This design comes from an exercise in tuning for small area, a short achievable clock period and few clock cycles on the open sky130 flow, not from production work.
Only simulation tests tie the RTL to the original design; equivalence was not proved.
No activity file was given, so power comes from the tool's default toggle rates.

==> job 3702: inputs <==
==> flow/design.v (excerpt) <==
module lcs (
        ap_clk,
        ap_rst,
        ap_start,
        ap_done,
        ap_idle,
        ap_ready,
        data_in_address0,
        data_in_ce0,
        data_in_q0,
        data_out_address0,
        data_out_ce0,
        data_out_we0,
        data_out_d0,
        n,
        m
);
==> module lcs, before the edit <==
module lcs (
        ap_clk,
        ap_rst,
        ap_start,
        ap_done,
        ap_idle,
        ap_ready,
        data_in_address0,
        data_in_ce0,
        data_in_q0,
        data_out_address0,
        data_out_ce0,
        data_out_we0,
        data_out_d0,
        n,
        m
);
input   ap_clk;
input   ap_rst;
input   ap_start;
output   ap_done;
output   ap_idle;
output   ap_ready;
output  [3:0] data_in_address0;
output   data_in_ce0;
input  [7:0] data_in_q0;
output  [2:0] data_out_address0;
output   data_out_ce0;
output   data_out_we0;
output  [7:0] data_out_d0;
input  [31:0] n;
input  [31:0] m;
localparam ST_IDLE = 3'd0, ST_RD1 = 3'd1, ST_RD0 = 3'd3, ST_W1 = 3'd2,
           ST_TRN = 3'd4, ST_TRI = 3'd5, ST_OUT = 3'd6;
reg  [2:0] st;
reg  [3:0] ra;       
reg        dsh;      
reg        drow;     
reg  [2:0] oa;       
reg  [5:0] hs;       
reg  [7:0] sr0, sr1, sr2, sr3, sr4, sr5;    
reg  [5:0] V;        
reg  [0:0] S0;       
reg  [1:0] S1;
reg  [2:0] S2;
reg  [3:0] S3;
reg  [4:0] S4;
reg  [5:0] S5;       
wire [2:0] n3 = n[2:0];
wire [2:0] m3 = m[2:0];
wire       idle = (st == ST_IDLE);
wire       w1 = (st == ST_W1);
wire       trm = (st == ST_TRN) || (st == ST_TRI);
wire       incr = (st == ST_TRI);    
wire       outp = (st == ST_OUT);
wire       nz = (n3 != 3'd0) && (m3 != 3'd0);
wire       iss = idle ? ap_start : (st == ST_RD1) || (st == ST_RD0);
wire       cph = idle || (st == ST_RD1);
wire [3:0] last1 = {1'b0, n3} + {1'b0, m3} - 4'd1;
wire       end1 = idle ? (m3 == 3'd1) : (ra == last1);
wire       end0 = (ra[2:0] == n3 - 3'd1);
wire [3:0] nra = idle ? {1'b0, n3} + 4'd1 : ra + 4'd1;
assign data_in_ce0 = !idle || ap_start;    
assign data_in_address0 = ra | {1'b0, n3 & {3{idle}}};
wire [5:0] valid = {m3 >= 3'd1, m3 >= 3'd2, m3 >= 3'd3,
                    m3 >= 3'd4, m3 >= 3'd5, m3 >= 3'd6};
wire [7:0] c = data_in_q0;
wire [5:0] M = {sr5 == c, sr4 == c, sr3 == c, sr2 == c, sr1 == c, sr0 == c} & {6{drow}};
wire [6:0] cy;                 
assign cy[0] = 1'b0;
genvar g;
generate for (g = 0; g < 6; g = g + 1) begin : carry
    assign cy[g+1] = V[g] & (M[g] | cy[g]);
end endgenerate
wire [5:0] Vn = (V & ~M) | cy[5:0];
wire [0:0] T0 = cy[1] ? 1'b1 : S0;
wire [1:0] T1 = cy[2] ? {~cy[1], T0} : S1;
wire [2:0] T2 = cy[3] ? {~cy[2], T1} : S2;
wire [3:0] T3 = cy[4] ? {~cy[3], T2} : S3;
wire [4:0] T4 = cy[5] ? {~cy[4], T3} : S4;
wire [5:0] T5 = cy[6] ? {~cy[5], T4} : S5;
wire [5:0] X = S5 & ~hs;       
wire [5:0] lx = {X[5] & ~|X[4:0], X[4] & ~|X[3:0], X[3] & ~|X[2:0],
                 X[2] & ~|X[1:0], X[1] & ~X[0], X[0]};    
wire [7:0] ch = ({8{hs[0]}} & sr0) | ({8{hs[1]}} & sr1) | ({8{hs[2]}} & sr2) |
                ({8{hs[3]}} & sr3) | ({8{hs[4]}} & sr4) | ({8{hs[5]}} & sr5);
wire       fin = (trm && !incr && (oa[2:1] == 2'd0)) || (outp && (S5 == 6'd0));
assign data_out_ce0 = w1 || trm || outp;
assign data_out_we0 = w1 || trm || outp;
assign data_out_address0 = (trm && !incr) ? 3'd0 : oa;
assign data_out_d0 = ch;
assign ap_done = fin;
assign ap_ready = fin;
assign ap_idle = idle && !ap_start;
always @(posedge ap_clk) begin
    if (ap_rst) begin
        st <= ST_IDLE;
        dsh <= 1'b0;
        drow <= 1'b0;
    end else begin
        dsh <= iss && cph && nz;
        drow <= iss && !cph && nz;
        case (st)
        ST_IDLE: if (ap_start) st <= !nz ? ST_TRN : (end1 ? ST_RD0 : ST_RD1);
        ST_RD1:  if (end1) st <= ST_RD0;
        ST_RD0:  if (end0) st <= ST_W1;
        ST_W1:   st <= cy[6] ? ST_TRI : ST_TRN;
        default: st <= fin ? ST_IDLE : ST_OUT;
        endcase
    end
end
always @(posedge ap_clk) begin
    if (ap_rst)
        ra <= 4'd0;
    else if (iss)
        ra <= (cph ? end1 : end0) || !nz ? 4'd0 : nra;
    if (dsh) begin
        sr0 <= sr1; sr1 <= sr2; sr2 <= sr3; sr3 <= sr4; sr4 <= sr5; sr5 <= c;
    end
    if (w1 || trm || outp)
        hs <= (w1 && cy[6]) ? 6'd0 : lx;
    else
        hs <= 6'd0;
    if (idle) begin
        V <= valid;
        S0 <= 0; S1 <= 0; S2 <= 0; S3 <= 0; S4 <= 0; S5 <= 0;
        oa <= 3'd0;
    end else begin
        V <= Vn;
        S0 <= T0; S1 <= T1; S2 <= T2; S3 <= T3; S4 <= T4;
        S5 <= (trm || outp) ? X & ~lx : T5;
        oa <= trm ? {2'b00, !incr} : (outp ? oa + 3'd1 : oa + {2'b00, cy[6]});
    end
end
endmodule
==> flow/config.mk <==
export PLATFORM = sky130hd
export DESIGN_NAME = lcs
export DESIGN_NICKNAME = lcs
export VERILOG_FILES = /design/flow/design.v
export SDC_FILE = /design/flow/constraint.sdc
export NUM_CORES = 4
export LEC_CHECK = 0
export CAP_MARGIN = 20
export CORE_MARGIN = 2
export CORE_UTILIZATION = 40
export PLACE_DENSITY = 0.6
export SETUP_SLACK_MARGIN = 4.5
export SLEW_MARGIN = 20
export TNS_END_PERCENT = 2
==> flow/constraint.sdc <==
create_clock -name core_clock -period 8.0 [get_ports {ap_clk}]
set_input_delay 1.6000 -clock core_clock [delete_from_list [all_inputs] [get_ports {ap_clk}]]
set_output_delay 1.6000 -clock core_clock [all_outputs]
set_load 0.01 [all_outputs]
standard.sh (not shown) runs the stock make flow with config.mk's settings and CLKGATE_MAP_FILE= SYNTH_SCRIPT=/design/flow/synth_recipe.tcl, a recipe that flattens the netlist after the stock synthesis.
==> flow/flow/run.sh <==
#!/bin/bash
# Own layout flow: the standard ORFS flow (standard.sh), with smaller
# port buffers and a clock tree of mid-size buffers without dummy loads.
set -uo pipefail
bash standard.sh \
  "BUFFER_PORTS_ARGS=-buffer_cell sky130_fd_sc_hd__buf_2" \
  "CTS_ARGS=-sink_clustering_enable -repair_clock_nets -buf_list sky130_fd_sc_hd__clkbuf_8 -dont_use_dummy_load" \
  finish > flow.log 2>&1
==> inputs of job 6332, as changes to job 3702 <==
==> flow/design.v (replaced) <==
`timescale 1 ns / 1 ps
module lcs (
        ap_clk,
        ap_rst,
        ap_start,
        ap_done,
        ap_idle,
        ap_ready,
        data_in_address0,
        data_in_ce0,
        data_in_q0,
        data_out_address0,
        data_out_ce0,
        data_out_we0,
        data_out_d0,
        n,
        m
);
input   ap_clk;
input   ap_rst;
input   ap_start;
output   ap_done;
output   ap_idle;
output   ap_ready;
output  [3:0] data_in_address0;
output   data_in_ce0;
input  [7:0] data_in_q0;
output  [2:0] data_out_address0;
output   data_out_ce0;
output   data_out_we0;
output  [7:0] data_out_d0;
input  [31:0] n;
input  [31:0] m;
localparam ST_IDLE = 2'd0, ST_RD = 2'd1, ST_WT = 2'd2, ST_OUT = 2'd3;
reg  [1:0] st;
reg  [3:0] ra;       
reg        ph;       
reg        dsh;      
reg        drow;     
reg  [2:0] oa;       
reg  [7:0] sr0, sr1, sr2, sr3, sr4, sr5;    
reg  [5:0] V;        
reg  [0:0] S0;       
reg  [1:0] S1;
reg  [2:0] S2;
reg  [3:0] S3;
reg  [4:0] S4;
reg  [5:0] S5;
wire [2:0] n3 = n[2:0];
wire [2:0] m3 = m[2:0];
wire       idle = (st == ST_IDLE);
wire       nz = (n3 != 3'd0) && (m3 != 3'd0);
wire       iss = idle ? (ap_start && nz) : (st == ST_RD);
wire [3:0] caddr = idle ? {1'b0, n3} : ra;
wire       cph = idle ? 1'b1 : ph;
wire [3:0] last1 = {1'b0, n3} + {1'b0, m3} - 4'd1;
wire       end1 = (caddr == last1);
wire       end0 = (caddr[2:0] == n3 - 3'd1);
assign data_in_ce0 = iss;
assign data_in_address0 = caddr;
wire [5:0] valid = {m3 >= 3'd1, m3 >= 3'd2, m3 >= 3'd3,
                    m3 >= 3'd4, m3 >= 3'd5, m3 >= 3'd6};
wire [7:0] c = data_in_q0;
wire [5:0] M = valid & {sr5 == c, sr4 == c, sr3 == c, sr2 == c, sr1 == c, sr0 == c};
wire [5:0] y = V & M;
wire [6:0] sum = {1'b0, V} + {1'b0, y};
wire [5:0] Vn = sum[5:0] | (V & ~M);
wire [6:0] cx = {1'b0, V} ^ {1'b0, y} ^ sum;
wire [5:0] U = ~cx[6:1];       
wire [5:0] L = Vn;             
wire [0:0] T0 = U[0] ? S0 : (L[0] ? 1'b0 : 1'b1);
wire [1:0] T1 = U[1] ? S1 : (L[1] ? {1'b0, T0} : {1'b1, S0});
wire [2:0] T2 = U[2] ? S2 : (L[2] ? {1'b0, T1} : {1'b1, S1});
wire [3:0] T3 = U[3] ? S3 : (L[3] ? {1'b0, T2} : {1'b1, S2});
wire [4:0] T4 = U[4] ? S4 : (L[4] ? {1'b0, T3} : {1'b1, S3});
wire [5:0] T5 = U[5] ? S5 : (L[5] ? {1'b0, T4} : {1'b1, S4});
wire [5:0] low = S5 & (~S5 + 6'd1);
wire [7:0] ch = ({8{low[0]}} & sr0) | ({8{low[1]}} & sr1) | ({8{low[2]}} & sr2) |
                ({8{low[3]}} & sr3) | ({8{low[4]}} & sr4) | ({8{low[5]}} & sr5);
wire       outp = (st == ST_OUT);
wire       fin = outp && (S5 == 6'd0);
assign data_out_ce0 = outp;
assign data_out_we0 = outp;
assign data_out_address0 = oa;
assign data_out_d0 = ch;
assign ap_done = fin;
assign ap_ready = fin;
assign ap_idle = idle && !ap_start;
always @(posedge ap_clk) begin
    if (ap_rst) begin
        st <= ST_IDLE;
        dsh <= 1'b0;
        drow <= 1'b0;
    end else begin
        dsh <= iss && cph;
        drow <= iss && !cph;
        case (st)
        ST_IDLE: if (ap_start) st <= nz ? ST_RD : ST_OUT;
        ST_RD:   if (!ph && end0) st <= ST_WT;
        ST_WT:   st <= ST_OUT;
        ST_OUT:  if (fin) st <= ST_IDLE;
        endcase
    end
end
always @(posedge ap_clk) begin
    if (iss) begin
        ph <= cph && !end1;
        ra <= (cph && end1) ? 4'd0 : caddr + 4'd1;
    end
    if (dsh) begin
        sr0 <= sr1; sr1 <= sr2; sr2 <= sr3; sr3 <= sr4; sr4 <= sr5; sr5 <= c;
    end
    if (idle) begin
        V <= 6'b111111;
        S0 <= 0; S1 <= 0; S2 <= 0; S3 <= 0; S4 <= 0; S5 <= 0;
        oa <= 3'd0;
    end else if (drow) begin
        V <= Vn;
        S0 <= T0; S1 <= T1; S2 <= T2; S3 <= T3; S4 <= T4; S5 <= T5;
    end else if (outp) begin
        S5 <= S5 & ~low;
        oa <= oa + 3'd1;
    end
end
endmodule
==> flow/run.sh (new file) <==
#!/bin/bash
# synth_recipe.tcl (not shown) runs the flow's synth.tcl, then flattens the netlist and writes it again
# the make line also repeats each setting of config.mk as NAME=value (left out here)
make -C /OpenROAD-flow-scripts/flow DESIGN_CONFIG=/design/flow/config.mk WORK_HOME=/design/flow/orfs CLKGATE_MAP_FILE= SYNTH_SCRIPT=/design/flow/synth_recipe.tcl finish
--- a/flow/config.mk
+++ b/flow/config.mk
@@ -7,8 +7,6 @@
 export LEC_CHECK = 0
 export CAP_MARGIN = 20
 export CORE_MARGIN = 2
-export CORE_UTILIZATION = 40
-export PLACE_DENSITY = 0.6
-export SETUP_SLACK_MARGIN = 4.5
+export CORE_UTILIZATION = 25
+export PLACE_DENSITY = 0.45
 export SLEW_MARGIN = 20
-export TNS_END_PERCENT = 2
removed: flow/flow/run.sh
removed: flow/standard.sh
==> comparison table <==
Result of the run: job 3702 complete, no violations; job 6332 complete, no violations
Via count of the first global-routing pass: job 3702 3342; job 6332 3444
Power in combinational cells: job 3702 200 µW; job 6332 385 µW
Global routing usage on met1: job 3702 24.02%; job 6332 16.23%
Number of enable flip-flop cells after synthesis: job 3702 48; job 6332 53
Core box area: job 3702 11910 µm²; job 6332 19460 µm²
Drt via density: job 3702 5.427; job 6332 4.532
Insertion delay of the later-clocked pin in the worst-skew pair: job 3702 370 ps; job 6332 350 ps
Required time of the critical path: job 3702 6400 ps; job 6332 8230 ps
Endpoint with the worst hold slack: job 3702 S2[1]; job 6332 drow
Sequential cell fraction of total power: job 3702 57.3%; job 6332 44.7%
End-of-flow core utilization: job 3702 44.26%; job 6332 30.08%
Crit Reg-Reg Startpoint: job 3702 sr5[2]; job 6332 sr0[2]
Wire length of the first global-routing pass: job 3702 17.55 mm; job 6332 19.42 mm
Final Skew: job 3702 21.94 ps; job 6332 5.793 ps
Global-route usage over all layers: job 3702 17.33%; job 6332 11.84%
Synthesized-area fraction occupied by xor and xnor cells: job 3702 10.72%; job 6332 11.33%
Placed cell count: job 3702 621; job 6332 771
Power density over the cells: job 3702 199.4 nW/µm²; job 6332 268.0 nW/µm²
Static leakage power: job 3702 1.948 nW; job 6332 2.097 nW
Filler-free cell count of the finished design: job 3702 634; job 6332 786
Peak VDD IR: job 3702 0.00009129 V; job 6332 0.0001042 V
Std-Cell Rows: job 3702 40; job 6332 51
Resized Gates After CTS: job 3702 1; job 6332 0
Met2 wire length: job 3702 4.949 mm; job 6332 5.646 mm
Non-clock buffer area fraction after layout: job 3702 5.007%; job 6332 6.583%
Setup Slack @ Placement: job 3702 3955 ps; job 6332 2085 ps
Testbench counts of job 3702, summed over its fixed seeds: cycles 36,565.
Testbench counts of job 6332, summed over its fixed seeds: cycles 38,422.

separate check: timing with driven ports:
The flow's constraints put no driver on any port. The routed layouts listed below were extracted and timed again, unchanged, in two steps.
Step 1 sets driving cells, clkbuf_16 on the clock port and buf_2 on the other inputs (assumed; they add their load-dependent delay and slew).
Step 2 times the ports against the registers' clock, not the clock port: input delays grow and output delays shrink by t, the midpoint of the rising clock arrivals with the driver on.
Slacks: no drivers / after step 1 / after step 2; pairs: no drivers / after step 1.
run | shift t [ns] | slack for setup (ns) | worst slew at a driven data input, ns
job 3702 | 0.392 | 4.404 / 4.366 / 4.126 | 0.05
job 6332 | 0.385 | 2.402 / 2.421 / 2.036 | 0.03
After both steps setup and hold are still met in every run listed. The setup slack of job 6332, which loses most, moves by +0.019 ns with the drivers and by -0.366 ns with both steps.
